From an optimization exercise on the open Yosys and OpenROAD flow, aimed at small area; shortcuts taken in it are not production practice. In this exercise RTL edits were held to simulation tests only and were not proved equivalent to the original.

==> flow/design.v, too long to show whole: its modules and the start of the top module <==
// module cordic_pipeline: 4059 lines
module cordic_pipeline(clk, x0, y0, z0, out_x, out_y, out_z);
  // ...
==> flow/flow/run.sh <==
#!/bin/bash
# Own layout flow: the standard synthesis, then a netlist clean-up that removes inverters
# (flow/invopt.py complements self-dual or De Morgan-dual cells such as full adders, xor/xnor,
# nand/nor and aoi/oai so fewer inverters are needed; registers, half adders and ports are
# untouched), then the standard layout with buf_1 port buffers. Each tool writes its own
# log here: synth.log, invopt.log, layout.log.
set -euo pipefail
R=orfs/results/${FLOW_PLATFORM}/cordic_pipeline/base
bash standard.sh synth > synth.log 2>&1
cp $R/1_2_yosys.v synth_netlist.v
if ! python3 flow/invopt.py synth_netlist.v $R/1_2_yosys.v > invopt.log 2>&1; then
  echo "invopt failed; keeping the standard netlist" >> invopt.log
  cp synth_netlist.v $R/1_2_yosys.v
fi
rm -f $R/1_synth.odb $R/1_synth.sdc
bash standard.sh BUFFER_PORTS_ARGS="-buffer_cell sky130_fd_sc_hd__buf_1" finish > layout.log 2>&1
==> flow/flow/invopt.py <==
#!/usr/bin/env python3
"""Inverter clean-up after synthesis. Full adders, majority gates, buffers and muxes are
self-dual and nand/nor, and/or, aoi/oai pairs are De Morgan duals, so complementing all
(data) inputs and the output of such a cell keeps its function (the cell type changes to its
dual). xor/xnor cells take either input polarity by swapping type. This pass chooses which
cells to complement so that as few inverters as possible are needed; registers, half adders and
ports are left as they are. usage: invopt2.py IN.v OUT.v"""
import re, sys, random, collections

LIB = '/OpenROAD-flow-scripts/flow/platforms/sky130hd/lib/sky130_fd_sc_hd__tt_025C_1v80.lib'
import os
if 'FLOW_HOME' in os.environ:
    LIB = os.path.join(os.environ['FLOW_HOME'], 'platforms/sky130hd/lib/sky130_fd_sc_hd__tt_025C_1v80.lib')
libtxt = open(LIB).read()
AREA = {}
for m in re.finditer(r'cell\s*\(\s*"?(\w+)"?\s*\)\s*\{(.*?)area\s*:\s*([\d.]+)', libtxt, re.S):
    AREA[m.group(1)] = float(m.group(3))
DONT = set()
PFX = 'sky130_fd_sc_hd__'
PAIRS = [('nand2', 'nor2'), ('nand3', 'nor3'), ('nand4', 'nor4'), ('and2', 'or2'), ('and3', 'or3'),
         ('and4', 'or4'), ('a21oi', 'o21ai'), ('a21o', 'o21a'), ('a31oi', 'o31ai'), ('a31o', 'o31a'),
         ('a22oi', 'o22ai'), ('a22o', 'o22a'), ('a211oi', 'o211ai'), ('a211o', 'o211a'),
         ('a41oi', 'o41ai'), ('a41o', 'o41a'), ('a221oi', 'o221ai'), ('a311oi', 'o311ai'),
         ('a2111oi', 'o2111ai'), ('a32oi', 'o32ai'), ('a32o', 'o32a')]
DUAL = {}
for a, b in PAIRS:
    DUAL[a] = b; DUAL[b] = a
for s in ('fa', 'maj3', 'buf', 'mux2', 'mux2i'):
    DUAL[s] = s
DATA_ONLY = {'mux2': {'A0', 'A1'}, 'mux2i': {'A0', 'A1'}}

def split(t):
    m = re.fullmatch(PFX + r'([a-z0-9]+?)_(\d+)', t)
    return (m.group(1), m.group(2)) if m else (None, None)

def dual_type(t):
    base, drv = split(t)
    if base not in DUAL: return None
    d = DUAL[base]
    cand = [c for c in AREA if split(c)[0] == d]
    if not cand: return None
    same = PFX + d + '_' + drv
    if same in AREA: return same
    # closest area
    return min(cand, key=lambda c: abs(AREA[c] - AREA[t]))

src = open(sys.argv[1]).read()
cell_re = re.compile(r'\n  (sky130_fd_sc_hd__\w+)\s+(\S+)\s*\((.*?)\);', re.S)
OUTPINS = {'X', 'Y', 'Q', 'Q_N', 'SUM', 'COUT', 'HI', 'LO'}
cells = []
for mm in cell_re.finditer(src):
    typ, name, body = mm.group(1), mm.group(2), mm.group(3)
    pins = [(p, n.strip()) for p, n in re.findall(r'\.(\w+)\(([^()]*)\)', body)]
    cells.append([typ, name, pins, mm.start(), mm.end()])
ports_in = set(); ports_out = set()
for kind, rng, names in re.findall(r'\n  (input|output)\s+(\[\d+:\d+\])?\s*([^;]+);', src):
    for nm in names.split(','):
        nm = nm.strip()
        if rng:
            hi, lo = map(int, rng[1:-1].split(':'))
            for i in range(min(hi, lo), max(hi, lo) + 1):
                (ports_in if kind == 'input' else ports_out).add('%s[%d]' % (nm, i))
        else:
            (ports_in if kind == 'input' else ports_out).add(nm)

def is_inv(t): return re.fullmatch(PFX + r'(clk)?inv_\d+', t) is not None
def is_xor(t): return re.fullmatch(PFX + r'x(n)?or2_\d+', t) is not None
def flippable(t): return dual_type(t) is not None

drv = {}
for ci, (typ, name, pins, a, b) in enumerate(cells):
    for p, n in pins:
        if p in OUTPINS: drv[n] = (ci, p)

def root(n):
    pol = 0; seen = 0
    while n in drv and is_inv(cells[drv[n][0]][0]) and seen < 50:
        ci = drv[n][0]
        n = dict(cells[ci][2])['A']; pol ^= 1; seen += 1
    return n, pol

frozen_roots = set()
for ci, c in enumerate(cells):
    if is_inv(c[0]):
        pins = dict(c[2])
        if pins['A'] in ports_in or pins['Y'] in ports_out:
            frozen_roots.add(root(pins['A'])[0])
for p in ports_out:
    frozen_roots.add(root(p)[0])

def data_pin(ci, p):
    base = split(cells[ci][0])[0]
    if base in DATA_ONLY: return p in DATA_ONLY[base]
    return True

cons = collections.defaultdict(list)
for ci, c in enumerate(cells):
    if is_inv(c[0]): continue
    for p, n in c[2]:
        if p in OUTPINS or n.startswith("1'"): continue
        r, pol = root(n)
        if is_xor(c[0]): continue
        cons[r].append((ci, p, pol))
for p in ports_out:
    r, pol = root(p)
    cons[r].append((-1, p, pol))
producer = {}
for ci, c in enumerate(cells):
    if is_inv(c[0]): continue
    for p, n in c[2]:
        if p in OUTPINS: producer[n] = ci
flip = [0] * len(cells)

def sig_cost(r):
    if r in frozen_roots: return 0
    pi = flip[producer[r]] if r in producer else 0
    for ci, p, pol in cons[r]:
        need = pol
        if ci >= 0 and flip[ci] and data_pin(ci, p): need ^= 1
        if need != pi: return 1
    return 0

def area_delta(ci):
    t = cells[ci][0]
    if is_xor(t): return 0.0
    d = dual_type(t)
    return (AREA[d] - AREA[t]) / 3.75 if flip[ci] else 0.0

def cell_sigs(ci):
    s = set()
    for p, n in cells[ci][2]:
        if n.startswith("1'"): continue
        if is_xor(cells[ci][0]) and p not in OUTPINS: continue
        s.add(root(n)[0])
    return s

cands = [ci for ci, c in enumerate(cells) if (flippable(c[0]) or is_xor(c[0])) and not is_inv(c[0])]
# cells with constant inputs are not flipped
cands = [ci for ci in cands if not any(n.startswith("1'") for p, n in cells[ci][2])]
sigs = {ci: cell_sigs(ci) for ci in cands}
movable = [ci for ci in cands if not (sigs[ci] & frozen_roots)]
allroots = set(cons) | set(producer)
def total():
    return sum(sig_cost(r) for r in allroots) + sum(area_delta(ci) for ci in movable)
before = total()
def try_group(g):
    ss = set()
    for ci in g: ss |= sigs[ci]
    c0 = sum(sig_cost(r) for r in ss) + sum(area_delta(ci) for ci in g)
    for ci in g: flip[ci] ^= 1
    c1 = sum(sig_cost(r) for r in ss) + sum(area_delta(ci) for ci in g)
    if c1 < c0 - 1e-9: return True
    for ci in g: flip[ci] ^= 1
    return False
# neighbours for pair moves
nbr = collections.defaultdict(set)
mset = set(movable)
for ci in movable:
    for r in sigs[ci]:
        if r in producer and producer[r] in mset and producer[r] != ci: nbr[ci].add(producer[r])
        for cj, p, pol in cons[r]:
            if cj in mset and cj != ci: nbr[ci].add(cj)
random.seed(1)
for it in range(30):
    changed = False
    order = movable[:]; random.shuffle(order)
    for ci in order:
        if try_group([ci]): changed = True
    for ci in order:
        for cj in nbr[ci]:
            if try_group([ci, cj]): changed = True
    if not changed: break
after = total()
pass

newcells = []; newwires = []; net_for = {}; cnt = 0
def get_net(r, pol):
    global cnt
    pi = flip[producer[r]] if r in producer else 0
    if pol == pi: return r
    key = (r, pol)
    if key not in net_for:
        cnt += 1
        nn = 'invopt_n%d' % cnt
        newwires.append(nn)
        newcells.append('  sky130_fd_sc_hd__inv_1 invopt_i%d (\n    .A(%s),\n    .Y(%s)\n  );' % (cnt, r, nn))
        net_for[key] = nn
    return net_for[key]

keep_inv = set()
for ci, c in enumerate(cells):
    if is_inv(c[0]):
        pins = dict(c[2])
        if root(pins['A'])[0] in frozen_roots: keep_inv.add(ci)
out = []; pos = 0
for ci, c in enumerate(cells):
    typ, name, pins, a, b = c
    out.append(src[pos:a]); pos = b
    if is_inv(typ) and ci not in keep_inv: continue
    if is_inv(typ): out.append(src[a:b]); continue
    fl = flip[ci]
    newpins = []
    if is_xor(typ):
        par = fl
        for p, n in pins:
            if p in OUTPINS or n.startswith("1'") or root(n)[0] in frozen_roots:
                newpins.append((p, n)); continue
            r, pol = root(n)
            pi = flip[producer[r]] if r in producer else 0
            newpins.append((p, get_net(r, pi)))
            par ^= pi ^ pol
        if par:
            if 'xnor2' in typ:
                typ = typ.replace('xnor2', 'xor2'); newpins = [('X' if p == 'Y' else p, n) for p, n in newpins]
            else:
                typ = typ.replace('xor2', 'xnor2'); newpins = [('Y' if p == 'X' else p, n) for p, n in newpins]
    else:
        for p, n in pins:
            if p in OUTPINS or n.startswith("1'") or root(n)[0] in frozen_roots:
                newpins.append((p, n)); continue
            r, pol = root(n)
            inv = fl and data_pin(ci, p)
            newpins.append((p, get_net(r, pol ^ inv)))
        if fl:
            typ = dual_type(typ)
    body = ',\n'.join('    .%s(%s)' % (p, n) for p, n in newpins)
    out.append('\n  %s %s (\n%s\n  );' % (typ, name, body))
out.append(src[pos:])
res = ''.join(out)
decl = ''.join('  wire %s;\n' % w for w in newwires)
ins = res.index(';\n', res.index('module')) + 2
res = res[:ins] + decl + res[ins:]
endm = res.rindex('endmodule')
res = res[:endm] + '\n'.join(newcells) + '\n' + res[endm:]
open(sys.argv[2], 'w').write(res)
==> flow/standard.sh <==
#!/bin/bash
# synth_recipe.tcl (not shown) runs the flow's synth.tcl, then flattens the netlist and writes it again
# the make line also repeats each setting of config.mk as NAME=value (left out here)
make -C /OpenROAD-flow-scripts/flow DESIGN_CONFIG=/design/flow/config.mk WORK_HOME=/design/flow/orfs CLKGATE_MAP_FILE= SYNTH_SCRIPT=/design/flow/synth_recipe.tcl "${@:-finish}"
==> flow/config.mk <==
export PLATFORM = sky130hd
export DESIGN_NAME = cordic_pipeline
export DESIGN_NICKNAME = cordic_pipeline
export VERILOG_FILES = /design/flow/design.v
export SDC_FILE = /design/flow/constraint.sdc
export NUM_CORES = 4
export LEC_CHECK = 0
export CAP_MARGIN = 20
export CORE_MARGIN = 2
export CORE_UTILIZATION = 70
export CTS_BUF_LIST = sky130_fd_sc_hd__clkbuf_8
export CTS_CLUSTER_DIAMETER = 60
export CTS_CLUSTER_SIZE = 20
export PLACE_DENSITY = 0.8
export SLEW_MARGIN = 20
==> flow/constraint.sdc <==
create_clock -name core_clock -period 4.0 [get_ports {clk}]
set_input_delay 0.8000 -clock core_clock [delete_from_list [all_inputs] [get_ports {clk}]]
set_output_delay 0.8000 -clock core_clock [all_outputs]
set_load 0.01 [all_outputs]
==> run summary, run 1 <==
nets=2471; worst setup margin=0.136 ns; Clock Latency Late Sink=0.63 ns; Hold/Removal Path Class=input pin to flop; stages on the worst setup path=9; cts repair resizes=2; sequential share of cell area=0.436; cell repeated most along the worst path=fa_1; pre-CTS setup slack=-0.0348 ns; outcome=finished clean; grt ovf=0; metal2 WL=22200 µm; Slew headroom=0.484; H-tree depth=2; clock-cell share of area=0.0284; Initial Util=0.708; unrepaired setup endpoints after global routing=no; CTS tree=yes; Final Hold Vio Count=0; Inverters, non-clock=183; Routed WL=37300 µm; mean post-synth cell area=12.8 µm²; CP cell instances=xor2_1 -> fa_1 -> fa_1 -> fa_1 -> fa_1 -> fa_1 -> fa_2 -> fa_1 -> fa_1; total setup buffers inserted after CTS=0; Worst Hold Launch=y0[7]; placed cell count=2469; antenna diode count=0; worst hold slack=0.274 ns; Mapped Area=25100 µm²; initial antenna violation count=0; Detail Placement HPWL=30400 µm; Met1 Wirelength=12600 µm; WL/cell=14.8 µm; R2R Path End=x0_s_257_r1; Die ar.=37400 µm²
==> inputs of run 2 (changes only) <==
--- a/flow/flow/invopt.py
+++ b/flow/flow/invopt.py
@@ -65,7 +65,8 @@
 
 def is_inv(t): return re.fullmatch(PFX + r'(clk)?inv_\d+', t) is not None
 def is_xor(t): return re.fullmatch(PFX + r'x(n)?or2_\d+', t) is not None
-def flippable(t): return dual_type(t) is not None
+def is_ha(t): return re.fullmatch(PFX + r'ha_\d+', t) is not None
+def flippable(t): return dual_type(t) is not None or is_ha(t)
 
 drv = {}
 for ci, (typ, name, pins, a, b) in enumerate(cells):
@@ -83,12 +84,13 @@
 for ci, c in enumerate(cells):
     if is_inv(c[0]):
         pins = dict(c[2])
-        if pins['A'] in ports_in or pins['Y'] in ports_out:
+        if pins['Y'] in ports_out:
             frozen_roots.add(root(pins['A'])[0])
 for p in ports_out:
     frozen_roots.add(root(p)[0])
 
 def data_pin(ci, p):
+    if is_ha(cells[ci][0]): return False
     base = split(cells[ci][0])[0]
     if base in DATA_ONLY: return p in DATA_ONLY[base]
     return True
@@ -111,9 +113,15 @@
         if p in OUTPINS: producer[n] = ci
 flip = [0] * len(cells)
 
+def prod_pol(r):
+    if r not in producer: return 0
+    ci = producer[r]
+    if is_ha(cells[ci][0]) and dict(cells[ci][2]).get('COUT') != r: return 0
+    return flip[ci]
+
 def sig_cost(r):
     if r in frozen_roots: return 0
-    pi = flip[producer[r]] if r in producer else 0
+    pi = prod_pol(r)
     for ci, p, pol in cons[r]:
         need = pol
         if ci >= 0 and flip[ci] and data_pin(ci, p): need ^= 1
@@ -122,7 +130,7 @@
 
 def area_delta(ci):
     t = cells[ci][0]
-    if is_xor(t): return 0.0
+    if is_xor(t) or is_ha(t): return 0.0
     d = dual_type(t)
     return (AREA[d] - AREA[t]) / 3.75 if flip[ci] else 0.0
 
@@ -131,6 +139,7 @@
     for p, n in cells[ci][2]:
         if n.startswith("1'"): continue
         if is_xor(cells[ci][0]) and p not in OUTPINS: continue
+        if is_ha(cells[ci][0]) and p != 'COUT': continue
         s.add(root(n)[0])
     return s
 
@@ -176,7 +185,7 @@
 newcells = []; newwires = []; net_for = {}; cnt = 0
 def get_net(r, pol):
     global cnt
-    pi = flip[producer[r]] if r in producer else 0
+    pi = prod_pol(r)
     if pol == pi: return r
     key = (r, pol)
     if key not in net_for:
@@ -206,7 +215,7 @@
             if p in OUTPINS or n.startswith("1'") or root(n)[0] in frozen_roots:
                 newpins.append((p, n)); continue
             r, pol = root(n)
-            pi = flip[producer[r]] if r in producer else 0
+            pi = prod_pol(r)
             newpins.append((p, get_net(r, pi)))
             par ^= pi ^ pol
         if par:
@@ -214,6 +223,16 @@
                 typ = typ.replace('xnor2', 'xor2'); newpins = [('X' if p == 'Y' else p, n) for p, n in newpins]
             else:
                 typ = typ.replace('xor2', 'xnor2'); newpins = [('Y' if p == 'X' else p, n) for p, n in newpins]
+    elif is_ha(typ) and fl:
+        pd = dict(pins)
+        def inp(n):
+            if n.startswith("1'") or root(n)[0] in frozen_roots: return n
+            r, pol = root(n)
+            return get_net(r, pol)
+        a_, b_ = inp(pd['A']), inp(pd['B'])
+        out.append('\n  sky130_fd_sc_hd__xor2_1 %s_hx (\n    .A(%s),\n    .B(%s),\n    .X(%s)\n  );' % (name.strip().lstrip('\\').replace('$', '_'), a_, b_, pd['SUM']))
+        out.append('\n  sky130_fd_sc_hd__nand2_1 %s_hn (\n    .A(%s),\n    .B(%s),\n    .Y(%s)\n  );' % (name.strip().lstrip('\\').replace('$', '_'), a_, b_, pd['COUT']))
+        continue
     else:
         for p, n in pins:
             if p in OUTPINS or n.startswith("1'") or root(n)[0] in frozen_roots:
@@ -221,7 +240,7 @@
             r, pol = root(n)
             inv = fl and data_pin(ci, p)
             newpins.append((p, get_net(r, pol ^ inv)))
-        if fl:
+        if fl and not is_ha(typ):
             typ = dual_type(typ)
     body = ',\n'.join('    .%s(%s)' % (p, n) for p, n in newpins)
     out.append('\n  %s %s (\n%s\n  );' % (typ, name, body))
==> run summary, run 2 <==
outcome=finished clean; Slew headroom=0.446 (-0.0386); initial antenna violation count=0 (unchanged); pre-CTS setup slack=-0.0313 ns (+0.00353 ns); actual slew at the worst max-slew pin=0.831 ns; mean post-synth cell area=12.8 µm² (+0.53%); Starting DRT DRC Count=211; Initial Util=0.707 (-0.00111); hold_buf cts=0; total CTS buffers=39; GRT Total Usage=0.211; cell repeated most along the worst path=fa_1; grt ovf=0 (unchanged); Startpoint Class=flop; CP max stage delay=0.51 ns; clock root buffer=clkbuf_8; CP delay by family, top=adder cells; Vias/cell=5.01; CP Data Required Time=4.51 ns; Cells after Synth=1945; Die X=193 µm; worst path arrival time=4.38 ns; antenna diode count=0 (unchanged); GP Congestion=0.887; # setup viols final=0; Hold/Removal Path Class=input pin to flop; Crit Path Class=flop to flop; H-tree depth=2 (unchanged); Clock Sinks=579; MaxCap Viol Count=0; Final Cell Area=26500 µm²; R2R depth=13; max-slew violations=0; number of stages on the worst hold path=1; Syn Nets=2347; Clock Latency Late Sink=0.63 ns (about the same); first-pass GRT wire length=61100 µm; WL/cell=14.6 µm (-0.93%); Mapped Area=25000 µm² (-0.64%); clk slew on worst S/H paths=0.11 ns; commonest non-fill, non-tap cells in the layout=dfxtp_1 (569), xor2_1 (269), fa_1 (256), xnor2_1 (176), inv_1 (143); area delta synth->final=6.14%; Final Hold Vio Count=0 (unchanged); CTS max path bufs=3; Rows=69; Die ar.=37200 µm² (-0.63%); CP Capture Type=flop; post-route ant nets=0; clock skew=0.0299 ns; CP Max Fanout=6; fmax=258 MHz; worst path bufs/invs=1; CORE AREA=35300 µm²; fin crit period=3.87 ns; Detail Placement HPWL=30000 µm (-1.4%); share of cells above drive strength 1=0.0636; Die H=193 µm; CP cell instances=nor2_1 -> a21oi_1 -> inv_1 -> fa_1 -> fa_1 -> fa_1 -> a31oi_2 -> ha_1 -> or4b_4 -> or4_4 -> nor3_1 -> a31oi_1 -> xnor2_1; CTS tree=yes; worst setup margin=0.129 ns (-0.00734 ns); I/O Pins=97; DRC viols=0; placed instance area=25600 µm²; DR pass1 iterations=4; warnings from Yosys=1; port bufs=96; largest net degree at the start of global routing=21; nets=2424 (-1.9%); vias in the first global route=13.7k; leading cell type in the layout, fill and taps excluded=dfxtp_1; Worst path slowest cell=or4b_4; fin crit share=0.968; stages on the worst setup path=13 (+4); Routed WL=36600 µm (-2.0%); via count=12.5k
-- run 2: cell types whose count changed in the layout (fill, tap and decap cells not counted), moves of 2 or more --
| cell | change |
|---|---|
| xnor2_1 | +9 |
| ha_1 | -21 |
| dfxtp_2 | +2 |
| fa_1 | +4 |
| xor2_1 | +10 |
| nand2_1 | +20 |
| dfxtp_1 | -2 |
| clkinv_4 | -3 |
| inv_1 | -46 |
| fa_2 | -4 |
| buf_4 | -4 |
| inv_6 | +2 |
| clkinvlp_4 | +3 |
-- run 2: area by class of cell --
class | instances | area [µm²]
Clock buffer | 44 | 606
Fill cell | 2316 | 8820
Inverter | 140 | 526
Clock inverter | 18 | 186
Multi-Input combinational cell | 1129 | 12300
Timing Repair Buffer | 133 | 638
Tap cell | 461 | 577
Sequential cell | 579 | 11600
-- run 2: per-layer routing --
metal,GRT usage,vias up,routed length (µm)
li1,-,6190,-
met1,0.185,6023,12200
met2,0.439,212,21300
met3,0.0375,109,1110
met4,0.111,0,1940
met5,0,-,0
-- run 2: final timing paths --
path               from  slack [ns]       endpoint
min reg2reg  z5s_159_r3        0.33     z5s_159_r4
max reg2reg  z9i_211_r1        0.13  x10_q_1356_r1
max          z9i_211_r1        0.13  x10_q_1356_r1
min               y0[7]        0.27        y0_7_r1
-- run 2: through the flow --
stage	TNS (ns)	utilization	hold slack, ns	std cells
2_1_floorplan	0	-	0.310	1945
3_3_place_gp	0	0.726	0.310	2441
3_5_place_dp	-0.0313	0.726	0.312	2441
4_1_cts	0	0.748	0.216	2503
5_1_grt	-0.0345	0.750	0.214	2504
6_report	0	0.750	0.266	2504
-- run 2: timing repair --
action	CTS	global route
cloned	0	0
gates resized for setup	1	23
buffers inserted	0	1
pin swaps	0	1
setup endpoints to repair	2	23
==> inputs of run 3 (changes only) <==
--- a/flow/flow/run.sh
+++ b/flow/flow/run.sh
@@ -1,8 +1,9 @@
 #!/bin/bash
 # Own layout flow: the standard synthesis, then a netlist clean-up that removes inverters
 # (flow/invopt.py complements self-dual or De Morgan-dual cells such as full adders, xor/xnor,
-# nand/nor and aoi/oai so fewer inverters are needed; registers, half adders and ports are
-# untouched), then the standard layout with buf_1 port buffers. Each tool writes its own
+# nand/nor and aoi/oai, and splits a half adder into xor2 + nand2 where its carry is wanted
+# inverted, so fewer inverters are needed; registers and output ports are untouched), then
+# the standard layout with buf_1 port buffers. Each tool writes its own
 # log here: synth.log, invopt.log, layout.log.
 set -euo pipefail
 R=orfs/results/${FLOW_PLATFORM}/cordic_pipeline/base
--- a/flow/config.mk
+++ b/flow/config.mk
@@ -10,6 +10,6 @@
 export CORE_UTILIZATION = 70
 export CTS_BUF_LIST = sky130_fd_sc_hd__clkbuf_8
 export CTS_CLUSTER_DIAMETER = 60
-export CTS_CLUSTER_SIZE = 20
+export CTS_CLUSTER_SIZE = 22
 export PLACE_DENSITY = 0.8
 export SLEW_MARGIN = 20
==> run summary, run 3 <==
CTS max path bufs=3 (unchanged); post-route ant nets=0 (unchanged); I/O Pins=97 (unchanged); fmax=258 MHz (about the same); leading cell type in the layout, fill and taps excluded=dfxtp_1; port bufs=96 (unchanged); fin crit period=3.87 ns (+0.00204 ns); hold_buf cts=0 (unchanged); CP Max Fanout=6 (unchanged); Routed WL=36700 µm (+0.28%); Final Cell Area=26500 µm² (+0.21%); antenna diode count=0 (unchanged); initial antenna violation count=0 (unchanged); warnings from Yosys=1 (unchanged); nets=2423 (-0.041%); GP Congestion=0.887 (unchanged); fillcell total=2290 (-1.1%); multi-input logic area=12300 µm² (unchanged); Initial Util=0.707 (unchanged); worst path arrival time=4.39 ns (about the same); placed instance area=25600 µm² (unchanged); Cells after Synth=1945 (unchanged); Syn Nets=2347 (unchanged); H-tree depth=2 (unchanged); CORE AREA=35300 µm² (unchanged); pre-CTS setup slack=-0.0313 ns (unchanged); grt ovf=0 (unchanged); Die ar.=37200 µm² (unchanged); Startpoint Class=flop; Clock Sinks=579 (unchanged); Vias/cell=5.00 (-0.13%); max-slew violations=0 (unchanged); outcome=finished clean; reg2reg start=z9i_211_r1; actual slew at the worst max-slew pin=0.842 ns (+0.0113 ns); GRT Total Usage=0.212 (+0.000544); DRC viols=0 (unchanged); register area=11600 µm² (unchanged); worst setup margin=0.127 ns (-0.00204 ns); Worst Hold Launch=y0[15]; Crit Path Class=flop to flop; commonest non-fill, non-tap cells in the layout=dfxtp_1 (569), xor2_1 (269), fa_1 (256), xnor2_1 (176), inv_1 (143); largest net degree at the start of global routing=23 (+9.5%); vias in the first global route=13.7k (-0.11%); Mapped Area=25000 µm² (unchanged); CP Capture Type=flop; Die H=193 µm (unchanged); Starting DRT DRC Count=234 (+11%); MaxCap Viol Count=0 (unchanged); Final Hold Vio Count=0 (unchanged); CTS tree=yes; area delta synth->final=6.36%; setup TNS=0 ns (unchanged); clock root buffer=clkbuf_8; WL/cell=14.7 µm (+0.24%); Worst Setup SP=z9i_211_r1; Die X=193 µm (unchanged); CP Data Required Time=4.51 ns (about the same); share of cells above drive strength 1=0.0641 (+0.000458); first-pass GRT wire length=61100 µm (+0.10%); R2R Setup Slk=0.13 ns (about the same); Clock Latency Late Sink=0.63 ns (about the same); Rows=69 (unchanged); Slew headroom=0.438 (-0.00757); fin crit share=0.968 (about the same); clock skew=0.0231 ns (-0.00674 ns); DR pass1 iterations=4 (unchanged); # setup viols final=0 (unchanged); via count=12.5k (-0.088%); Hold/Removal Path Class=input pin to flop; clk slew on worst S/H paths=0.12 ns (about the same); mean post-synth cell area=12.8 µm² (unchanged); fin util=0.752 (+0.00156); Detail Placement HPWL=30000 µm (unchanged); total CTS buffers=38 (-2.6%)
run 3: critical path, stage by stage, from the launching register on:
cell     delay (ns)
dfxtp_4        0.42
nor2_1         0.05
a21oi_1        0.12
inv_1          0.07
fa_1           0.39
fa_1           0.42
fa_1           0.43
a31oi_2        0.27
ha_1           0.22
or4b_4         0.51
or4_4          0.47
nor3_1         0.16
a31oi_1        0.08
xnor2_1        0.16
run 3: what timing repair did:
item,CTS,global route
endpoints found under the setup margin,2,23
resized for setup,1,23
pin swaps,0,3
setup buffers,0,1
cloned,0,0
run 3: metal layers:
| metal | global-route usage | share of wire |
|---|---|---|
| met5 | 0 | 0 |
| met4 | 0.112 | 0.052 |
| met3 | 0.0351 | 0.029 |
| met2 | 0.440 | 0.58 |
| met1 | 0.188 | 0.34 |
run 3: layout make-up:
class                           instances  share of cell area
Multi-Input combinational cell       1129               0.465
Sequential cell                       579               0.437
Timing Repair Buffer                  133              0.0240
Clock buffer                           42              0.0218
Tap cell                              461              0.0217
Inverter                              140              0.0198
Clock inverter                         21              0.0101
run 3: final timing paths:
check                           cells after the start             to
worst max register to register                     13  x10_q_1356_r1
worst max-delay path                               13  x10_q_1356_r1
worst min-delay path                                1       y0_15_r1
worst min register to register                      0     z9s_206_r2
run 3: per-stage QoR:
step | std cells | hold WS, ns
3_3_place_gp | 2441 | 0.310
5_1_grt | 2505 | 0.213
2_1_floorplan | 1945 | 0.310
6_report | 2505 | 0.257
3_5_place_dp | 2441 | 0.312
4_1_cts | 2504 | 0.203
==> inputs of run 4 (changes only) <==
--- a/flow/config.mk
+++ b/flow/config.mk
@@ -10,6 +10,6 @@
 export CORE_UTILIZATION = 70
 export CTS_BUF_LIST = sky130_fd_sc_hd__clkbuf_8
 export CTS_CLUSTER_DIAMETER = 60
-export CTS_CLUSTER_SIZE = 22
+export CTS_CLUSTER_SIZE = 20
 export PLACE_DENSITY = 0.8
 export SLEW_MARGIN = 20
==> run summary, run 4 <==
# setup viols final=0 (unchanged); Crit Path Class=flop to flop; fmax=258 MHz (about the same); initial antenna violation count=0 (unchanged); CP Capture Type=flop; H-tree depth=2 (unchanged); Routed WL=36600 µm (-0.28%); actual slew at the worst max-slew pin=0.831 ns (-0.0113 ns); fin util=0.750 (-0.00156); first-pass GRT wire length=61100 µm (-0.10%); CP Data Required Time=4.51 ns (about the same); warnings from Yosys=1 (unchanged); MaxCap Viol Count=0 (unchanged); DR pass1 iterations=4 (unchanged); clk slew on worst S/H paths=0.11 ns (about the same); I/O Pins=97 (unchanged); Die X=193 µm (unchanged); share of cells above drive strength 1=0.0636 (-0.000458); Initial Util=0.707 (unchanged); grt ovf=0 (unchanged); area delta synth->final=6.14%; register area=11600 µm² (unchanged); Starting DRT DRC Count=211 (-9.8%); post-route ant nets=0 (unchanged); Detail Placement HPWL=30000 µm (unchanged); worst setup margin=0.129 ns (+0.00204 ns); clock skew=0.0299 ns (+0.00674 ns); Slew headroom=0.446 (+0.00757); Clock Latency Late Sink=0.63 ns (about the same); GRT Total Usage=0.211 (-0.000544); Final Hold Vio Count=0 (unchanged); fillcell total=2316 (+1.1%); outcome=finished clean; antenna diode count=0 (unchanged); nets=2424 (+0.041%); DRC viols=0 (unchanged); leading cell type in the layout, fill and taps excluded=dfxtp_1; Syn Nets=2347 (unchanged); worst path arrival time=4.38 ns (about the same); max-slew violations=0 (unchanged); multi-input logic area=12300 µm² (unchanged); Mapped Area=25000 µm² (unchanged); hold_buf cts=0 (unchanged); commonest non-fill, non-tap cells in the layout=dfxtp_1 (569), xor2_1 (269), fa_1 (256), xnor2_1 (176), inv_1 (143); CTS tree=yes; CTS max path bufs=3 (unchanged); port bufs=96 (unchanged); mean post-synth cell area=12.8 µm² (unchanged); Startpoint Class=flop; Hold/Removal Path Class=input pin to flop; vias in the first global route=13.7k (+0.11%); Rows=69 (unchanged); clock root buffer=clkbuf_8; Die H=193 µm (unchanged); Die ar.=37200 µm² (unchanged); CP Max Fanout=6 (unchanged); via count=12.5k (+0.088%); largest net degree at the start of global routing=21 (-8.7%); WL/cell=14.6 µm (-0.24%); Vias/cell=5.01 (+0.13%); CORE AREA=35300 µm² (unchanged); GP Congestion=0.887 (unchanged); pre-CTS setup slack=-0.0313 ns (unchanged); Clock Sinks=579 (unchanged); Cells after Synth=1945 (unchanged); total CTS buffers=39 (+2.6%); fin crit share=0.968 (about the same); fin crit period=3.87 ns (-0.00204 ns)
==> run 4: final cells by class <==
cell class,instances,share of cell area
Multi-Input combinational cell,1129,0.466
Sequential cell,579,0.438
Inverter,140,0.0198
Clock buffer,44,0.0229
Clock inverter,18,0.00704
Timing Repair Buffer,133,0.0241
Tap cell,461,0.0218
==> run 4: timing repair <==
item                                    in CTS  in global routing
pin swaps                                    0                  1
buffers inserted                             0                  1
endpoints found under the setup margin       2                 23
resized for setup                            1                 23
==> run 4: stage by stage <==
step | cells | hold WS (ns) | area (µm²) | setup TNS (ns)
after global routing | 2504 | 0.214 | 26500 | -0.0345
after CTS | 2503 | 0.216 | 26400 | 0
final | 2504 | 0.266 | 26500 | 0
after detailed placement | 2441 | 0.312 | 25600 | -0.0313
after global placement | 2441 | 0.310 | 25600 | 0
after floorplan | 1945 | 0.310 | 25000 | 0
==> run 4: final timing paths <==
kind               from             to  slack [ns]  depth (start not counted)
min               y0[7]        y0_7_r1        0.27                          1
max reg2reg  z9i_211_r1  x10_q_1356_r1        0.13                         13
min reg2reg  z5s_159_r3     z5s_159_r4        0.33                          0
max          z9i_211_r1  x10_q_1356_r1        0.13                         13
==> run 4: critical path, cell delays in order (launching register included) <==
cell and delay [ns]:
dfxtp_4 0.42, nor2_1 0.05, a21oi_1 0.13, inv_1 0.07, fa_1 0.39, fa_1 0.41, fa_1 0.43, a31oi_2 0.27
ha_1 0.22, or4b_4 0.51, or4_4 0.47, nor3_1 0.16, a31oi_1 0.08, xnor2_1 0.15
==> run 4: layer usage <==
metal | up-vias | track usage | wire length [µm]
li1 | 6190 | - | -
met3 | 109 | 0.0375 | 1110
met2 | 212 | 0.439 | 21300
met5 | - | 0 | 0
met4 | 0 | 0.111 | 1940
met1 | 6023 | 0.185 | 12200
==> inputs of run 5 (changes only) <==
--- a/flow/config.mk
+++ b/flow/config.mk
@@ -11,5 +11,6 @@
 export CTS_BUF_LIST = sky130_fd_sc_hd__clkbuf_8
 export CTS_CLUSTER_DIAMETER = 60
 export CTS_CLUSTER_SIZE = 20
+export GPL_TIMING_DRIVEN = 0
 export PLACE_DENSITY = 0.8
 export SLEW_MARGIN = 20
==> run summary, run 5 <==
fin crit period=3.93 ns (+0.0625 ns); nets=2485 (+2.5%); port bufs=96 (unchanged); CP cell instances=fa_2 -> fa_2 -> fa_2 -> fa_2 -> fa_2 -> inv_2 -> nor2_2 -> nand2_2 -> o21a_1 -> ha_4 -> nand2b_4 -> or4_4 -> nor4_4 -> a31oi_1 -> xnor2_1; unrepaired setup endpoints after global routing=yes; clock skew=0.0259 ns (-0.00393 ns); first-pass GRT wire length=62600 µm (+2.5%); actual slew at the worst max-slew pin=0.932 ns (+0.101 ns); max-slew violations=0 (unchanged); fin crit share=0.983 (+0.0156); Crit Path Class=flop to flop; largest net degree at the start of global routing=21 (unchanged); DR pass1 iterations=4 (unchanged); total CTS buffers=41 (+5.1%); Clock Sinks=579 (unchanged); initial antenna violation count=0 (unchanged); CP Max Fanout=6 (unchanged); Final Hold Vio Count=0 (unchanged); hold_buf cts=0 (unchanged); clock root buffer=clkbuf_8; clk slew on worst S/H paths=0.11 ns (about the same); via count=13.0k (+3.4%); fin util=0.770 (+0.0203); Initial Util=0.707 (unchanged); Vias/cell=5.05 (+0.85%); H-tree depth=2 (unchanged); grt ovf=0 (unchanged); CP Data Required Time=4.48 ns (-0.03 ns); Die X=193 µm (unchanged); vias in the first global route=13.9k (+1.8%); share of cells above drive strength 1=0.107 (+0.0437); Starting DRT DRC Count=208 (-1.4%); I/O Pins=97 (unchanged); Syn Nets=2347 (unchanged); CTS max path bufs=3 (unchanged); Slew headroom=0.374 (-0.0711); Die ar.=37200 µm² (unchanged); area delta synth->final=9.01%; Die H=193 µm (unchanged); placed cell count=2502 (+2.5%); Hold/Removal Path Class=input pin to flop; CTS tree=yes; WL/cell=15.0 µm (+2.9%); Rows=69 (unchanged); fmax=254 MHz (-1.6%); worst path arrival time=4.41 ns (+0.03 ns); GP Congestion=0.930 (+4.9%); Mapped Area=25000 µm² (unchanged); DRC viols=0 (unchanged); Clock Latency Late Sink=0.60 ns (-0.03 ns); cell repeated most along the worst path=fa_2; CP max stage delay=0.58 ns (+0.07 ns); Routed WL=38600 µm (+5.5%); Worst path slowest cell=or4_4; MaxCap Viol Count=0 (unchanged); fillcell total=2251 (-2.8%); warnings from Yosys=1 (unchanged); mean post-synth cell area=12.8 µm² (unchanged); Cells after Synth=1945 (unchanged); CP Capture Type=flop; GRT Total Usage=0.217 (+0.00565); Detail Placement HPWL=30900 µm (+3.1%); Startpoint Class=flop; multi-input logic area=12500 µm² (+1.4%); commonest non-fill, non-tap cells in the layout=dfxtp_1 (562), xor2_1 (269), fa_1 (234), xnor2_1 (175), inv_1 (140); # setup viols final=0 (unchanged); worst hold slack=0.286 ns (+0.0203 ns); register area=11600 µm² (+0.16%); outcome=finished clean; leading cell type in the layout, fill and taps excluded=dfxtp_1; antenna diode count=0 (unchanged); post-route ant nets=0 (unchanged); CORE AREA=35300 µm² (unchanged); fin cells=2567 (+2.5%)
-- run 5: layer usage --
metal | routed length, µm | vias up | track usage
li1 | - | 6333 | -
met1 | 12600 | 6286 | 0.188
met2 | 23000 | 232 | 0.460
met3 | 1030 | 107 | 0.0275
met4 | 1990 | 0 | 0.118
met5 | 0 | - | 0
-- run 5: final cells by class --
type                            count  area share
Multi-Input combinational cell   1129       0.460
Sequential cell                   579       0.427
Clock buffer                       46      0.0233
Tap cell                          461      0.0212
Buffer                             81      0.0208
Inverter                          140      0.0193
Timing Repair Buffer              111      0.0174
Clock inverter                     20      0.0104
-- run 5: stage by stage --
step	setup WS (ns)	setup TNS, ns	instance area [µm²]
final	0.0663	0	27200
after global routing	-0.0709	-0.150	27200
after CTS	0.000463	0	26900
after detailed placement	-0.749	-19.46	25900
after global placement	-0.617	-13.86	25900
after floorplan	0.0115	0	25000
-- run 5: worst max-delay path, delay by kind of cell (launching register included) --
kind,cells,cell delay (ns)
and+or+nand+nor,5,0.90
buffers and inverters,1,0.06
DFF,1,0.39
adders and majority gates,6,2.07
xor gates and xnor gates,1,0.16
AOI/OAI and AO/OA,2,0.26
-- run 5: repair_timing --
item | in CTS | in global routing
cloned | 0 | 0
endpoints found under the setup margin | 71 | 40
buffers inserted | 2 | 13
pin swaps | 0 | 7
gates resized for setup | 50 | 60
-- run 5: final timing paths --
kind / startpoint / end / slack, ns / cells after the start
min: x0[8] / x0_8_r1 / 0.29 / 1
max: nS_1094_r1 / x8_q_1147_r1 / 0.07 / 15
min reg2reg: zm_1414_r1 / zm_1414_r2 / 0.33 / 0
max reg2reg: nS_1094_r1 / x8_q_1147_r1 / 0.07 / 15
==> inputs of run 6 (changes only) <==
--- a/flow/flow/run.sh
+++ b/flow/flow/run.sh
@@ -3,7 +3,7 @@
 # (flow/invopt.py complements self-dual or De Morgan-dual cells such as full adders, xor/xnor,
 # nand/nor and aoi/oai, and splits a half adder into xor2 + nand2 where its carry is wanted
 # inverted, so fewer inverters are needed; registers and output ports are untouched), then
-# the standard layout with buf_1 port buffers. Each tool writes its own
+# the standard layout with buf_1 port buffers and a clock tree without dummy loads. Each tool writes its own
 # log here: synth.log, invopt.log, layout.log.
 set -euo pipefail
 R=orfs/results/${FLOW_PLATFORM}/cordic_pipeline/base
@@ -14,4 +14,6 @@
   cp synth_netlist.v $R/1_2_yosys.v
 fi
 rm -f $R/1_synth.odb $R/1_synth.sdc
-bash standard.sh BUFFER_PORTS_ARGS="-buffer_cell sky130_fd_sc_hd__buf_1" finish > layout.log 2>&1
+bash standard.sh BUFFER_PORTS_ARGS="-buffer_cell sky130_fd_sc_hd__buf_1" \
+  CTS_ARGS="-sink_clustering_enable -repair_clock_nets -sink_clustering_size 20 -sink_clustering_max_diameter 60 -buf_list sky130_fd_sc_hd__clkbuf_8 -dont_use_dummy_load" \
+  finish > layout.log 2>&1
--- a/flow/config.mk
+++ b/flow/config.mk
@@ -11,6 +11,5 @@
 export CTS_BUF_LIST = sky130_fd_sc_hd__clkbuf_8
 export CTS_CLUSTER_DIAMETER = 60
 export CTS_CLUSTER_SIZE = 20
-export GPL_TIMING_DRIVEN = 0
 export PLACE_DENSITY = 0.8
 export SLEW_MARGIN = 20
==> run summary, run 6 <==
post-route ant nets=0 (unchanged); WHS Endpoint=y0_7_r1; Clock Sinks=579 (unchanged); Startpoint Class=flop; R2R depth=13 (-2); Die H=193 µm (unchanged); Worst Hold Launch=y0[7]; vias in the first global route=13.7k (-1.8%); total CTS buffers=39 (-4.9%); antenna diode count=0 (unchanged); Mapped Area=25000 µm² (unchanged); WL/cell=14.7 µm (-2.2%); CORE AREA=35300 µm² (unchanged); Detail Placement HPWL=30000 µm (-3.0%); area delta synth->final=5.15%; commonest non-fill, non-tap cells in the layout=dfxtp_1 (569), xor2_1 (269), fa_1 (256), xnor2_1 (176), inv_1 (140); GRT Total Usage=0.211 (-0.00570); placed cell count=2441 (-2.4%); clk slew on worst S/H paths=0.10 ns (about the same); R2R Path End=x10_q_1356_r1; Hold/Removal Path Class=input pin to flop; CTS max path bufs=3 (unchanged); grt ovf=0 (unchanged); Die X=193 µm (unchanged); mean post-synth cell area=12.8 µm² (unchanged); max-slew violations=0 (unchanged); largest net degree at the start of global routing=21 (unchanged); Rows=69 (unchanged); GP Congestion=0.887 (-4.6%); CP Max Fanout=6 (unchanged); pre-CTS setup slack=-0.0313 ns (+0.718 ns); I/O Pins=97 (unchanged); MaxCap Viol Count=0 (unchanged); share of cells above drive strength 1=0.0554 (-0.0519); DR pass1 iterations=4 (unchanged); fmax=257 MHz (+0.96%); DRC viols=0 (unchanged); H-tree depth=2 (unchanged); Clock Latency Late Sink=0.63 ns (+0.03 ns); via count=12.5k (-3.9%); outcome=finished clean; nets=2424 (-2.5%); R2R Setup Slk=0.10 ns (+0.04 ns); Cells after Synth=1945 (unchanged); Initial Util=0.707 (unchanged); Vias/cell=5.02 (-0.58%); worst path arrival time=4.39 ns (-0.02 ns); CP Data Required Time=4.49 ns (about the same); CTS tree=yes; # setup viols final=0 (unchanged); fin crit period=3.90 ns (-0.0376 ns); CP Capture Type=flop; worst setup margin=0.104 ns (+0.0376 ns); Routed WL=36500 µm (-5.5%); actual slew at the worst max-slew pin=0.821 ns (-0.110 ns); fin util=0.743 (-0.0273); number of stages on the worst hold path=1 (unchanged); Die ar.=37200 µm² (unchanged); hold_buf cts=0 (unchanged); first-pass GRT wire length=61000 µm (-2.5%); fin cells=2481 (-3.4%); leading cell type in the layout, fill and taps excluded=dfxtp_1; fin crit share=0.974 (-0.00939); warnings from Yosys=1 (unchanged); initial antenna violation count=0 (unchanged); Slew headroom=0.452 (+0.0772); clock root buffer=clkbuf_8; Crit Path Class=flop to flop; Final Hold Vio Count=0 (unchanged); reg2reg start=z9i_211_r1; clock skew=0.0674 ns (+0.0415 ns); Syn Nets=2347 (unchanged); port bufs=96 (unchanged); Starting DRT DRC Count=230 (+11%)
==> run 6: critical path: stages (launching register included) <==
cell,delay (ns)
dfxtp_4,0.41
nor2_1,0.05
a21oi_1,0.13
inv_1,0.07
fa_1,0.39
fa_1,0.42
fa_1,0.43
a31oi_2,0.27
ha_1,0.22
or4b_4,0.51
or4_4,0.47
nor3_1,0.18
a31oi_1,0.08
xnor2_1,0.15
==> run 6: routing by layer <==
layer / track usage / vias up / part of all wire
li1: - / 6161 / -
met1: 0.186 / 5983 / 0.33
met2: 0.439 / 200 / 0.59
met3: 0.0362 / 107 / 0.029
met4: 0.113 / 0 / 0.053
met5: 0 / - / 0
==> run 6: repair_timing <==
action                                  in CTS  in global routing
endpoints found under the setup margin       2                 24
resized for setup                            1                 26
buffers inserted                             0                  1
pin swaps                                    0                  3
==> run 6: how the worst max path moves through the flow <==
stage | from | end | slack, ns | cells past startpoint
3_3_place_gp | zs_201_r1 | x9_q_1254_r1 | 0.09 | 16
6_report | z9i_211_r1 | x10_q_1356_r1 | 0.10 | 13
2_1_floorplan | zs_106_r1 | y3_s_580_r1 | 0.01 | 10
3_5_place_dp | zs_201_r1 | x9_q_1254_r1 | -0.03 | 16
4_1_cts | z9i_211_r1 | x10_q_1356_r1 | 0.01 | 13
5_1_grt | z9i_211_r1 | x10_q_1356_r1 | -0.02 | 13
==> run 6: per-stage QoR <==
step | cell area, µm² | hold slack, ns | TNS (ns)
finish | 26200 | 0.274 | 0
detailed placement | 25600 | 0.312 | -0.0313
global route | 26200 | 0.223 | -0.0156
global placement | 25600 | 0.310 | 0
floorplan | 25000 | 0.310 | 0
CTS | 26200 | 0.222 | 0
==> run 6: area by class of cell <==
cell class	count	area, µm²
multi-input combinational	1129	12400
sequential	579	11600
fill	2347	9070
timing repair buffer	133	638
tap	461	577
clock buffer	39	537
inverter	140	526
==> inputs of run 7 (changes only) <==
--- a/flow/flow/run.sh
+++ b/flow/flow/run.sh
@@ -15,5 +15,5 @@
 fi
 rm -f $R/1_synth.odb $R/1_synth.sdc
 bash standard.sh BUFFER_PORTS_ARGS="-buffer_cell sky130_fd_sc_hd__buf_1" \
-  CTS_ARGS="-sink_clustering_enable -repair_clock_nets -sink_clustering_size 20 -sink_clustering_max_diameter 60 -buf_list sky130_fd_sc_hd__clkbuf_8 -dont_use_dummy_load" \
+  CTS_ARGS="-sink_clustering_enable -repair_clock_nets -sink_clustering_size 24 -sink_clustering_max_diameter 50 -buf_list sky130_fd_sc_hd__clkbuf_8 -dont_use_dummy_load" \
   finish > layout.log 2>&1
--- a/flow/config.mk
+++ b/flow/config.mk
@@ -9,7 +9,7 @@
 export CORE_MARGIN = 2
 export CORE_UTILIZATION = 70
 export CTS_BUF_LIST = sky130_fd_sc_hd__clkbuf_8
-export CTS_CLUSTER_DIAMETER = 60
-export CTS_CLUSTER_SIZE = 20
+export CTS_CLUSTER_DIAMETER = 50
+export CTS_CLUSTER_SIZE = 24
 export PLACE_DENSITY = 0.8
 export SLEW_MARGIN = 20
==> run summary, run 7 <==
antenna diode count=0 (unchanged); Vias/cell=5.04 (+0.39%); WL/cell=14.7 µm (+0.23%); MaxCap Viol Count=0 (unchanged); warnings from Yosys=1 (unchanged); M2 GR Usage=0.438 (about the same); reg2reg start=z9i_211_r1; H-tree depth=2 (unchanged); Cells after Synth=1945 (unchanged); busiest grt layer=met2; Starting DRT DRC Count=260 (+13%); WHS Endpoint=y0_7_r1; Rows=69 (unchanged); I/O Pins=97 (unchanged); R2R depth=13 (unchanged); fmax=254 MHz (-0.93%); share of cells above drive strength 1=0.0564 (+0.000934); # setup viols final=0 (unchanged); Startpoint Class=flop; Die X=193 µm (unchanged); CP Max Fanout=6 (unchanged); R2R Setup Slk=0.07 ns (-0.04 ns); CP Data Required Time=4.49 ns (about the same); clock skew=0.0634 ns (-0.00399 ns); largest net degree at the start of global routing=25 (+19%); Slew headroom=0.455 (+0.00318); CTS max path bufs=3 (unchanged); first-pass GRT wire length=60900 µm (-0.12%); leading cell type in the layout, fill and taps excluded=dfxtp_1; mean post-synth cell area=12.8 µm² (unchanged); vias in the first global route=13.7k (-0.066%); R2R Path End=x10_q_1356_r1; max-slew violations=0 (unchanged); Hold/Removal Path Class=input pin to flop; Clock Latency Late Sink=0.64 ns (about the same); fin crit share=0.983 (+0.00914); port bufs=96 (unchanged); GP Congestion=0.887 (unchanged); Die H=193 µm (unchanged); placed instance area=25600 µm² (unchanged); Mapped Area=25000 µm² (unchanged); initial antenna violation count=0 (unchanged); clk slew on worst S/H paths=0.10 ns (about the same); Crit Path Class=flop to flop; Worst Hold Launch=y0[7]; grt ovf=0 (unchanged); Final Cell Area=26300 µm² (about the same); unrepaired setup endpoints after global routing=yes; commonest non-fill, non-tap cells in the layout=dfxtp_1 (570), xor2_1 (269), fa_1 (254), xnor2_1 (176), inv_1 (140); outcome=finished clean; Initial Util=0.707 (unchanged); total CTS buffers=41 (+5.1%); clock root buffer=clkbuf_8; DR pass1 iterations=6 (+2); Die ar.=37200 µm² (unchanged); Final Hold Vio Count=0 (unchanged); worst hold slack=0.267 ns (-0.00759 ns); via count=12.5k (+0.47%); number of stages on the worst hold path=1 (unchanged); nets=2426 (+0.083%); post-route ant nets=0 (unchanged); met1 Use GR=0.187 (+0.00114); GRT Total Usage=0.211 (+0.000409); DRC viols=0 (unchanged); grt met3 use=0.0295 (-0.00673); CTS tree=yes; CORE AREA=35300 µm² (unchanged); CP Capture Type=flop; Routed WL=36600 µm (+0.31%); Clock Sinks=579 (unchanged); fin crit period=3.93 ns (+0.0366 ns); Syn Nets=2347 (unchanged); area delta synth->final=5.25% (about the same); worst path arrival time=4.43 ns (+0.04 ns); Detail Placement HPWL=30000 µm (unchanged); actual slew at the worst max-slew pin=0.817 ns (-0.00476 ns)
==> run 7: cell count changes in the layout (fill, tap and decap cells not counted), sizes merged <==
cell    previous run  this run
clkbuf            39        41
==> run 7: worst max path at each step <==
stage,start,cells after the start,endpoint
3_5_place_dp,zs_201_r1,16,x9_q_1254_r1
5_1_grt,z9i_211_r1,13,x10_q_1356_r1
3_3_place_gp,zs_201_r1,16,x9_q_1254_r1
6_report,z9i_211_r1,13,x10_q_1356_r1
2_1_floorplan,zs_106_r1,10,y3_s_580_r1
4_1_cts,x8_q_1129_r1,14,y9_q_1307_r1
==> run 7: through the flow <==
| step | utilization | setup WS, ns | TNS, ns | instances |
|---|---|---|---|---|
| 2_1_floorplan | - | 0.0115 | 0 | 1945 |
| 3_3_place_gp | 0.726 | 0.0851 | 0 | 2441 |
| 3_5_place_dp | 0.726 | -0.0313 | -0.0313 | 2441 |
| 4_1_cts | 0.742 | 0.0171 | 0 | 2482 |
| 5_1_grt | 0.744 | -0.0331 | -0.0482 | 2483 |
| 6_report | 0.744 | 0.0673 | 0 | 2483 |
==> run 7: repair_timing <==
action	in CTS	in global routing
hold buffers	0	0
setup buffers	0	1
gates cloned	0	0
pin swaps	0	3
gates resized for setup	2	25
endpoints found under the setup margin	3	22
==> run 7: per-layer routing <==
metal  wire length, µm  share of wire
met5                 0              0
met2             21200           0.58
met4              2090          0.057
met1             12300           0.34
met3              1000          0.027
==> run 7: layout make-up <==
type | instances | area [µm²]
Multi-Input combinational cell | 1129 | 12400
Inverter | 140 | 526
Sequential cell | 579 | 11600
Clock buffer | 41 | 564
Timing Repair Buffer | 133 | 638
Fill cell | 2342 | 9040
Tap cell | 461 | 577
==> run 7: critical path, stage by stage, from the launching register on <==
cell and delay, ns:
dfxtp_4 0.41, nor2_1 0.05, a21oi_1 0.13, inv_1 0.07, fa_1 0.39, fa_1 0.40, fa_1 0.43, a31oi_2 0.29
ha_1 0.23, or4b_4 0.51, or4_4 0.47, nor3_1 0.17, a31oi_1 0.09, xnor2_1 0.16
==> inputs of run 8 (changes only) <==
==> flow/flow/run.sh (replaced) <==
#!/bin/bash
# Own layout flow: the standard synthesis, then a netlist clean-up that removes inverters
# (flow/invopt.py complements self-dual or De Morgan-dual cells such as full adders, xor/xnor,
# nand/nor and aoi/oai, and splits a half adder into xor2 + nand2 where its carry is wanted
# inverted, so fewer inverters are needed; registers and output ports are untouched), then
# the standard layout with buf_1 port buffers. Each tool writes its own
# log here: synth.log, invopt.log, layout.log.
set -euo pipefail
R=orfs/results/${FLOW_PLATFORM}/cordic_pipeline/base
bash standard.sh synth > synth.log 2>&1
cp $R/1_2_yosys.v synth_netlist.v
if ! python3 flow/invopt.py synth_netlist.v $R/1_2_yosys.v > invopt.log 2>&1; then
  echo "invopt failed; keeping the standard netlist" >> invopt.log
  cp synth_netlist.v $R/1_2_yosys.v
fi
rm -f $R/1_synth.odb $R/1_synth.sdc
bash standard.sh BUFFER_PORTS_ARGS="-buffer_cell sky130_fd_sc_hd__buf_1" finish > layout.log 2>&1
--- a/flow/flow/invopt.py
+++ b/flow/flow/invopt.py
@@ -2,9 +2,11 @@
 """Inverter clean-up after synthesis. Full adders, majority gates, buffers and muxes are
 self-dual and nand/nor, and/or, aoi/oai pairs are De Morgan duals, so complementing all
 (data) inputs and the output of such a cell keeps its function (the cell type changes to its
-dual). xor/xnor cells take either input polarity by swapping type. This pass chooses which
-cells to complement so that as few inverters as possible are needed; registers, half adders and
-ports are left as they are. usage: invopt2.py IN.v OUT.v"""
+dual). xor/xnor cells take either input polarity by swapping type; a cell with an inverting
+twin (nand2/and2, a21oi/a21o, mux2i/mux2, ...) can complement its output by swapping type; a
+half adder whose carry is wanted inverted becomes xor2 + nand2. This pass chooses these changes
+so that as few inverters (and as little area) as possible are needed. Registers and output
+ports are left as they are. usage: invopt.py IN.v OUT.v"""
 import re, sys, random, collections
 
 LIB = '/OpenROAD-flow-scripts/flow/platforms/sky130hd/lib/sky130_fd_sc_hd__tt_025C_1v80.lib'
@@ -27,7 +29,27 @@
     DUAL[a] = b; DUAL[b] = a
 for s in ('fa', 'maj3', 'buf', 'mux2', 'mux2i'):
     DUAL[s] = s
+TWIN_PAIRS = [('nand2', 'and2'), ('nor2', 'or2'), ('nand3', 'and3'), ('nor3', 'or3'), ('nand4', 'and4'),
+              ('nor4', 'or4'), ('a21oi', 'a21o'), ('o21ai', 'o21a'), ('a31oi', 'a31o'), ('o31ai', 'o31a'),
+              ('a22oi', 'a22o'), ('o22ai', 'o22a'), ('a211oi', 'a211o'), ('o211ai', 'o211a'),
+              ('a41oi', 'a41o'), ('o41ai', 'o41a'), ('a32oi', 'a32o'), ('o32ai', 'o32a'),
+              ('a221oi', 'a221o'), ('o221ai', 'o221a'), ('a311oi', 'a311o'), ('o311ai', 'o311a'),
+              ('a2111oi', 'a2111o'), ('o2111ai', 'o2111a'), ('mux2i', 'mux2')]
+TWIN = {}
+for a, b in TWIN_PAIRS:
+    TWIN[a] = b; TWIN[b] = a
+INVERTING = set(a for a, b in TWIN_PAIRS)
 DATA_ONLY = {'mux2': {'A0', 'A1'}, 'mux2i': {'A0', 'A1'}}
+
+def twin_type(t):
+    base, drv = split(t)
+    if base not in TWIN: return None
+    d = TWIN[base]
+    cand = [c for c in AREA if split(c)[0] == d]
+    if not cand: return None
+    same = PFX + d + '_' + drv
+    if same in AREA: return same
+    return min(cand, key=lambda c: abs(AREA[c] - AREA[t]))
 
 def split(t):
     m = re.fullmatch(PFX + r'([a-z0-9]+?)_(\d+)', t)
@@ -112,12 +134,13 @@
     for p, n in c[2]:
         if p in OUTPINS: producer[n] = ci
 flip = [0] * len(cells)
+oflip = [0] * len(cells)
 
 def prod_pol(r):
     if r not in producer: return 0
     ci = producer[r]
     if is_ha(cells[ci][0]) and dict(cells[ci][2]).get('COUT') != r: return 0
-    return flip[ci]
+    return flip[ci] ^ oflip[ci]
 
 def sig_cost(r):
     if r in frozen_roots: return 0
@@ -128,11 +151,18 @@
         if need != pi: return 1
     return 0
 
+def final_type(ci):
+    t = cells[ci][0]
+    if flip[ci]: t = dual_type(t)
+    if oflip[ci]: t = twin_type(t)
+    return t
+
 def area_delta(ci):
     t = cells[ci][0]
     if is_xor(t) or is_ha(t): return 0.0
-    d = dual_type(t)
-    return (AREA[d] - AREA[t]) / 3.75 if flip[ci] else 0.0
+    ft = final_type(ci)
+    if ft is None: return 1e6
+    return (AREA[ft] - AREA[t]) / 3.75
 
 def cell_sigs(ci):
     s = set()
@@ -169,12 +199,27 @@
         if r in producer and producer[r] in mset and producer[r] != ci: nbr[ci].add(producer[r])
         for cj, p, pol in cons[r]:
             if cj in mset and cj != ci: nbr[ci].add(cj)
+def out_sigs(ci):
+    return set(root(n)[0] for p, n in cells[ci][2] if p in OUTPINS)
+twinable = [ci for ci in movable if not is_xor(cells[ci][0]) and not is_ha(cells[ci][0])
+            and twin_type(cells[ci][0]) is not None and (dual_type(cells[ci][0]) is None or twin_type(dual_type(cells[ci][0])) is not None)]
+osigs = {ci: out_sigs(ci) for ci in twinable}
+def try_oflip(ci):
+    ss = osigs[ci]
+    c0 = sum(sig_cost(r) for r in ss) + area_delta(ci)
+    oflip[ci] ^= 1
+    c1 = sum(sig_cost(r) for r in ss) + area_delta(ci)
+    if c1 < c0 - 1e-9: return True
+    oflip[ci] ^= 1
+    return False
 random.seed(1)
 for it in range(30):
     changed = False
     order = movable[:]; random.shuffle(order)
     for ci in order:
         if try_group([ci]): changed = True
+    for ci in twinable:
+        if try_oflip(ci): changed = True
     for ci in order:
         for cj in nbr[ci]:
             if try_group([ci, cj]): changed = True
@@ -240,8 +285,13 @@
             r, pol = root(n)
             inv = fl and data_pin(ci, p)
             newpins.append((p, get_net(r, pol ^ inv)))
-        if fl and not is_ha(typ):
-            typ = dual_type(typ)
+        if (fl or oflip[ci]) and not is_ha(typ):
+            nt = final_type(ci)
+            old_inv = split(typ)[0] in INVERTING
+            new_inv = split(nt)[0] in INVERTING
+            typ = nt
+            if old_inv != new_inv:
+                newpins = [(('X' if p == 'Y' else 'Y') if p in ('X', 'Y') else p, n) for p, n in newpins]
     body = ',\n'.join('    .%s(%s)' % (p, n) for p, n in newpins)
     out.append('\n  %s %s (\n%s\n  );' % (typ, name, body))
 out.append(src[pos:])
--- a/flow/config.mk
+++ b/flow/config.mk
@@ -9,7 +9,7 @@
 export CORE_MARGIN = 2
 export CORE_UTILIZATION = 70
 export CTS_BUF_LIST = sky130_fd_sc_hd__clkbuf_8
-export CTS_CLUSTER_DIAMETER = 50
-export CTS_CLUSTER_SIZE = 24
+export CTS_CLUSTER_DIAMETER = 60
+export CTS_CLUSTER_SIZE = 20
 export PLACE_DENSITY = 0.8
 export SLEW_MARGIN = 20
==> run summary, run 8 <==
commonest non-fill, non-tap cells in the layout=dfxtp_1 (571), xor2_1 (272), fa_1 (249), xnor2_1 (172), inv_1 (115); Fail Reasons=setup timing; Vias/cell=5.01 (-0.57%); antenna diode count=0 (unchanged); fillcell total=2300 (-1.8%); GRT Total Usage=0.212 (+0.000744); CTS tree=yes; CTS max path bufs=3 (unchanged); initial antenna violation count=0 (unchanged); largest net degree at the start of global routing=21 (-16%); fin crit share=1.00 (+0.0196); CP Max Fanout=5 (-1); cell repeated most along the worst path=fa_2; warnings from Yosys=1 (unchanged); Die H=193 µm (-0.17%); leading cell type in the layout, fill and taps excluded=dfxtp_1; CP cell instances=buf_6 -> mux2_4 -> fa_2 -> fa_2 -> fa_2 -> a31oi_4 -> ha_2 -> or4b_4 -> or4_4 -> or4_4 -> inv_2 -> a41oi_2 -> xnor2_1; vias in the first global route=13.5k (-0.87%); Hold/Removal Path Class=input pin to flop; GP Congestion=0.879 (-0.91%); DR pass1 iterations=6 (unchanged); CP Data Required Time=4.51 ns (+0.02 ns); multi-input logic area=12500 µm² (+0.99%); CP max stage delay=0.49 ns (-0.02 ns); I/O Pins=97 (unchanged); share of cells above drive strength 1=0.0830 (+0.0266); fin cells=2498 (+0.60%); # setup viols final=2 (+2); total CTS buffers=41 (unchanged); Initial Util=0.704 (-0.00241); Mapped Area=24900 µm² (-0.34%); Detail Placement HPWL=29800 µm (-0.54%); Final Hold Vio Count=0 (unchanged); register area=11600 µm² (about the same); Crit Path Class=flop to flop; unrepaired setup endpoints after global routing=yes; clock skew=0.0182 ns (-0.0453 ns); CP Capture Type=flop; area delta synth->final=7.50%; MaxCap Viol Count=0 (unchanged); via count=12.5k (+0.032%); outcome=complete, but fails checks; Die ar.=37100 µm² (-0.33%); Rows=69 (unchanged); post-route ant nets=0 (unchanged); placed cell count=2426 (-0.61%); Syn Nets=2320 (-1.2%); actual slew at the worst max-slew pin=0.786 ns (-0.0310 ns); DRC viols=0 (unchanged); R2R Setup Slk=-0.01 ns (-0.08 ns); H-tree depth=2 (unchanged); CORE AREA=35300 µm² (unchanged); Slew headroom=0.476 (+0.0207); mean post-synth cell area=13.0 µm² (+1.1%); max-slew violations=0 (unchanged); Cells after Synth=1918 (-1.4%); worst path bufs/invs=2 (+1); grt ovf=0 (unchanged); nets=2414 (-0.49%); clk slew on worst S/H paths=0.11 ns (about the same); Die X=193 µm (-0.17%); fmax=249 MHz (-2.0%); worst setup margin=-0.0110 ns (-0.0783 ns); fin crit period=4.01 ns (+0.0783 ns); first-pass GRT wire length=61000 µm (+0.18%); pre-CTS setup slack=-0.417 ns (-0.386 ns); clock root buffer=clkbuf_8; Clock Latency Late Sink=0.64 ns (about the same); Worst path slowest cell=or4b_4; port bufs=96 (unchanged); WL/cell=14.8 µm (+0.13%); Routed WL=36900 µm (+0.73%); Startpoint Class=flop; hold_buf cts=0 (unchanged); Starting DRT DRC Count=268 (+3.1%); CP delay by family, top=simple AND/OR/NAND/NOR gates; worst path arrival time=4.53 ns (+0.10 ns); Clock Sinks=579 (unchanged)
==> run 8: path summary, 6_finish.rpt <==
| check | start | endpoint | cells past startpoint |
|---|---|---|---|
| max | z9i_211_r1 | y10_q_1410_r1 | 13 |
| min | y0[14] | y0_14_r1 | 1 |
| max reg2reg | z9i_211_r1 | y10_q_1410_r1 | 13 |
| min reg2reg | z1i_78_r6 | z1i_78_r7 | 0 |
==> run 8: cell type report <==
class,instances,share of cell area
clock buffer,45,0.0232
clock inverter,23,0.0103
inverter,113,0.0159
multi-input combinational,1129,0.467
sequential,579,0.434
tap,461,0.0216
timing repair buffer,148,0.0284
==> run 8: worst register-to-register path: stages (launching register included) <==
cell and delay, ns:
dfxtp_4 0.39, buf_6 0.12, mux2_4 0.27, fa_2 0.39
fa_2 0.34, fa_2 0.38, a31oi_4 0.17, ha_2 0.20
or4b_4 0.49, or4_4 0.44, or4_4 0.42, inv_2 0.07
a41oi_2 0.04, xnor2_1 0.16
==> run 8: through the flow <==
step	area, µm²	utilization	hold slack, ns	setup TNS, ns
after detailed placement	25600	0.726	0.312	-0.965
final	26700	0.757	0.243	-0.0204
after floorplan	24900	-	0.310	-0.108
after global placement	25600	0.726	0.310	-0.454
after global routing	26700	0.757	0.208	-0.246
after CTS	26600	0.753	0.191	-0.0684
==> run 8: what timing repair did <==
| item | 4_1_cts | 5_1_grt |
|---|---|---|
| endpoints found under the setup margin | 7 | 16 |
| endpoints found under the hold margin | 0 | 0 |
| pin swaps | 7 | 12 |
| gates resized for setup | 19 | 31 |
| buffers inserted | 2 | 2 |
==> run 8: metal layers <==
layer,global-route usage,up-vias,routed length (µm)
li1,-,6189,-
met1,0.192,6009,12400
met2,0.433,202,21400
met3,0.0296,114,1010
met4,0.129,0,2090
met5,0,-,0

-- what the ideal ports hide --
The flow's constraints put no driver on any port. The routed layouts listed below were extracted and timed again, unchanged, in two steps.
Step 1 (the two cells are an assumption about what drives the block):
set clk [get_ports {clk}]
set_driving_cell -lib_cell sky130_fd_sc_hd__clkbuf_16 $clk
set_driving_cell -lib_cell sky130_fd_sc_hd__buf_2 [delete_from_list [all_inputs] $clk]
Step 2 adds t to the input delays and takes it off the output delays; t is the mean of the earliest and latest rising clock arrival at the registers after step 1. Input paths then give back, and output paths get back, about the clock's delay inside the block.
Three values: no drivers, after step 1, after step 2; two values: the first two.
run | t, ns | setup slack, ns | worst setup path at the end | worst data-port slew with drivers (ns)
run 1 | 0.659 | 0.136 / 0.136 / 0.136 | register to register | 0.03
run 2 | 0.666 | 0.129 / 0.129 / 0.129 | register to register | 0.04
run 3 | 0.665 | 0.127 / 0.127 / 0.127 | register to register | 0.04
run 4 | 0.666 | 0.129 / 0.129 / 0.129 | register to register | 0.04
run 5 | 0.637 | 0.066 / 0.066 / -0.360 | input to register | 0.04
run 6 | 0.644 | 0.104 / 0.104 / 0.104 | register to register | 0.04
run 7 | 0.662 | 0.067 / 0.067 / 0.067 | register to register | 0.04
run 8 | 0.677 | -0.011 / -0.011 / -0.011 | register to register | 0.03
With both steps, setup timing fails in run 5, where it was met with ideal ports. The setup slack of run 5, which loses most, moves by 0.000 ns with the drivers and by -0.426 ns with both steps.
